From an optimization exercise on the open Yosys and OpenROAD flow, aimed at small area and a short achievable clock period; shortcuts taken in it are not production practice. Only simulation tests tie the RTL to the original design; equivalence was not proved.

==> job 3575: inputs <==
==> flow/design.v (excerpt) <==
module conv1d (
    input clk,
    input rst_n,
    input w_valid,
    input [47:0] w_in,
    input [15:0] x,
    input [15:0] b,
    output [31:0] y
);
Settings: LEC_CHECK=0, CAP_MARGIN=70, CORE_MARGIN=2, CORE_UTILIZATION=65, PLACE_DENSITY=0.75, SETUP_SLACK_MARGIN=5, SLEW_MARGIN=70, SYNTH_HIERARCHICAL=1, SYNTH_MINIMUM_KEEP_SIZE=0; clock period 10.0 ns.
standard.sh (not shown) runs the stock make flow with config.mk's settings and CLKGATE_MAP_FILE= SYNTH_SCRIPT=/design/flow/synth_recipe.tcl, a recipe that flattens the netlist after the stock synthesis.
==> flow/flow/run.sh <==
#!/bin/bash
# The standard layout (the standard.sh, unchanged), with plain buf_1
# cells as the port buffers instead of the delay buffers that ORFS's
# buffer_ports picks by default.  standard.sh's full output goes to
# standard.log; ORFS writes each step's log under orfs/logs/.
export BUFFER_PORTS_ARGS="-buffer_cell sky130_fd_sc_hd__buf_1"
bash standard.sh > standard.log 2>&1
==> job 5717 (differences from job 3575) <==
==> flow/run.sh (new file) <==
#!/bin/bash
# synth_recipe.tcl (not shown) runs the flow's synth.tcl, then flattens the netlist and writes it again
# the make line also repeats each setting of config.mk as NAME=value (left out here)
make -C /OpenROAD-flow-scripts/flow DESIGN_CONFIG=/design/flow/config.mk WORK_HOME=/design/flow/orfs CLKGATE_MAP_FILE= SYNTH_SCRIPT=/design/flow/synth_recipe.tcl finish
CAP_MARGIN = 90   (was 70)
SLEW_MARGIN = 90   (was 70)
removed: flow/flow/run.sh
removed: flow/standard.sh
==> job 8827 (differences from job 3575) <==
==> flow/run.sh (new file) <==
#!/bin/bash
# synth_recipe.tcl (not shown) runs the flow's synth.tcl, then flattens the netlist and writes it again
# the make line also repeats each setting of config.mk as NAME=value (left out here)
make -C /OpenROAD-flow-scripts/flow DESIGN_CONFIG=/design/flow/config.mk WORK_HOME=/design/flow/orfs CLKGATE_MAP_FILE= SYNTH_SCRIPT=/design/flow/synth_recipe.tcl finish
CAP_MARGIN = 20   (was 70)
SLEW_MARGIN = 20   (was 70)
removed: flow/flow/run.sh
removed: flow/standard.sh
==> job 1168 (differences from job 3575) <==
==> flow/run.sh (new file) <==
#!/bin/bash
# synth_recipe.tcl (not shown) runs the flow's synth.tcl, then flattens the netlist and writes it again
# the make line also repeats each setting of config.mk as NAME=value (left out here)
make -C /OpenROAD-flow-scripts/flow DESIGN_CONFIG=/design/flow/config.mk WORK_HOME=/design/flow/orfs CLKGATE_MAP_FILE= SYNTH_SCRIPT=/design/flow/synth_recipe.tcl finish
removed: flow/flow/run.sh
removed: flow/standard.sh
==> comparison table <==
|  | job 1168 | job 8827 | job 5717 | job 3575 |
|---|---|---|---|---|
| Status | timing/DRC/antenna clean | timing/DRC/antenna clean | stopped before the end | timing/DRC/antenna clean |
| Last stage reached | - | - | detailed placement | - |
| Launch point of the critical path | dneg[3]$_DFF_PN0_ | dneg[2]$_DFF_PN0_ | - | dneg[3]$_DFF_PN0_ |
| Number of global-route vias before repair | 23900 | 23700 | - | 23400 |
| Pin count of the biggest net entering global routing | 45 | 97 | - | 64 |
| Max Root-Sink Buffers | 3 | 3 | - | 3 |
| Final Net Count | 3229 | 3193 | - | 3214 |
| Share of the clock period used by the worst path | 42.6% | 45.0% | - | 41.8% |
| Full die area | 50300 um2 | 50300 um2 | - | 50300 um2 |
| Endpoint of the most critical setup path | yr[28]$_DFF_PN0_ | yr[28]$_DFF_PN0_ | - | yr[25]$_DFF_PN0_ |
| Total routing usage reported by global routing | 32.8% | 32.6% | - | 32.5% |
| Clk Tree Root Cell | sky130_fd_sc_hd__clkbuf_16 | sky130_fd_sc_hd__clkbuf_16 | - | sky130_fd_sc_hd__clkbuf_16 |
| Met3 track demand over resource | 5.17% | 6.24% | - | 5.03% |
| Detailed-route wire length on metal 1 | 30.9 mm | 30.4 mm | - | 30.6 mm |
| Core area | 47800 um2 | 47800 um2 | - | 47800 um2 |
| Worst-skew pair later-pin latency | 600 ps | 600 ps | - | 620 ps |
| Fraction of standard cell area that is sequential | 30.1% | 30.9% | - | 30.8% |
| Number of pins exceeding their max-slew limit in the final report | 0 | 0 | - | 0 |
| Clk_buf instances | 65 | 71 | - | 63 |
| Number of buffers created by CTS | 49 | 49 | - | 48 |
| Per-cell via count in the routed design | 6.56 | 6.62 | - | 6.57 |
| Busiest layer in global routing | met2 | met2 | - | met2 |


==> inputs of build 83 <==
conv1d, a different RTL version from the one above (not shown whole).
==> flow/config.mk <==
export PLATFORM = sky130hd
export DESIGN_NAME = conv1d
export DESIGN_NICKNAME = conv1d
export VERILOG_FILES = /design/flow/design.v
export SDC_FILE = /design/flow/constraint.sdc
export NUM_CORES = 4
export LEC_CHECK = 0
export CAP_MARGIN = 75
export CORE_MARGIN = 2
export CORE_UTILIZATION = 65
export CTS_CLUSTER_DIAMETER = 100
export CTS_CLUSTER_SIZE = 30
export PLACE_DENSITY = 0.75
export SETUP_SLACK_MARGIN = 5
export SLEW_MARGIN = 75
export SYNTH_HIERARCHICAL = 1
export SYNTH_MINIMUM_KEEP_SIZE = 0
==> flow/constraint.sdc <==
create_clock -name core_clock -period 10.0 [get_ports {clk}]
set_input_delay 2.0000 -clock core_clock [delete_from_list [all_inputs] [get_ports {clk}]]
set_output_delay 2.0000 -clock core_clock [all_outputs]
set_load 0.01 [all_outputs]
==> flow/flow/run.sh <==
#!/bin/bash
# The standard layout (the standard.sh, unchanged), with plain buf_1
# cells as the port buffers instead of the delay buffers that ORFS's
# buffer_ports picks by default.  standard.sh's full output goes to
# standard.log; ORFS writes each step's log under orfs/logs/.
export BUFFER_PORTS_ARGS="-buffer_cell sky130_fd_sc_hd__buf_1"
bash standard.sh > standard.log 2>&1
==> inputs of build 14, as changes to build 83 <==
--- a/flow/config.mk
+++ b/flow/config.mk
@@ -8,8 +8,6 @@
 export CAP_MARGIN = 75
 export CORE_MARGIN = 2
 export CORE_UTILIZATION = 65
-export CTS_CLUSTER_DIAMETER = 100
-export CTS_CLUSTER_SIZE = 30
 export PLACE_DENSITY = 0.75
 export SETUP_SLACK_MARGIN = 5
 export SLEW_MARGIN = 75
==> inputs of build 10, as changes to build 83 <==
--- a/flow/config.mk
+++ b/flow/config.mk
@@ -8,7 +8,7 @@
 export CAP_MARGIN = 75
 export CORE_MARGIN = 2
 export CORE_UTILIZATION = 65
-export CTS_CLUSTER_DIAMETER = 100
+export CTS_CLUSTER_DIAMETER = 60
 export CTS_CLUSTER_SIZE = 30
 export PLACE_DENSITY = 0.75
 export SETUP_SLACK_MARGIN = 5
==> qor summary <==
item                                                  build 14       build 83       build 10
Run status                            timing/DRC/antenna clean  timing/DRC/antenna clean  timing/DRC/antenna clean
Clock buf count                                             75             31             42
Worst endpoint required time                          10.45 ns       10.46 ns       10.45 ns
Layout cells sized above 1                               0.128          0.107          0.124
Met2 Usage GRT                                           0.502          0.493          0.493
Number of nets in the final layout                        2905           2873           2891
Total wirelength of the detailed-routed design   73100 microns  71000 microns  71600 microns
Area Growth Syn to Fin                                   10.3%          6.74%          9.36%
Latest clock arrival within the worst-skew pair        0.59 ns        0.57 ns        0.60 ns
Wire length on met2                              35500 microns  34600 microns  34700 microns
Routed length on met3                             6610 microns   5850 microns   6100 microns
Total routed wire length on the met1 layer       28900 microns  28900 microns  28900 microns

[re-timing with driven ports]
No port has a modelled driver above. Below, the same layouts with a new extraction and two added sets of constraints.
Step 1, drivers: a clkbuf_16 drives clk and a buf_2 each remaining input, both assumed.
Step 2, shift: input delay + t, output delay - t, t = (earliest + latest rising clock arrival at the registers) / 2. This alone moves slack from input paths to output paths.
a / b / c = no drivers / after step 1 / after step 2; a / b = the first two.
run | t, ns | slack for setup (ns) | worst setup path after step 2
job 3575 | 0.657 | 5.819 / 5.819 / 5.819 | register to register
job 8827 | 0.651 | 5.504 / 5.504 / 5.031 | input to register
job 1168 | 0.653 | 5.737 / 5.737 / 5.434 | input to register
build 83 | 0.625 | 6.141 / 6.166 / 5.541 | input to register
build 14 | 0.639 | 6.136 / 6.154 / 5.515 | input to register
build 10 | 0.639 | 6.154 / 6.170 / 5.531 | input to register
After both steps setup and hold are still met in every run listed. For build 10, which loses most, drivers alone change the setup slack by +0.016 ns; drivers and shift together by -0.623 ns.
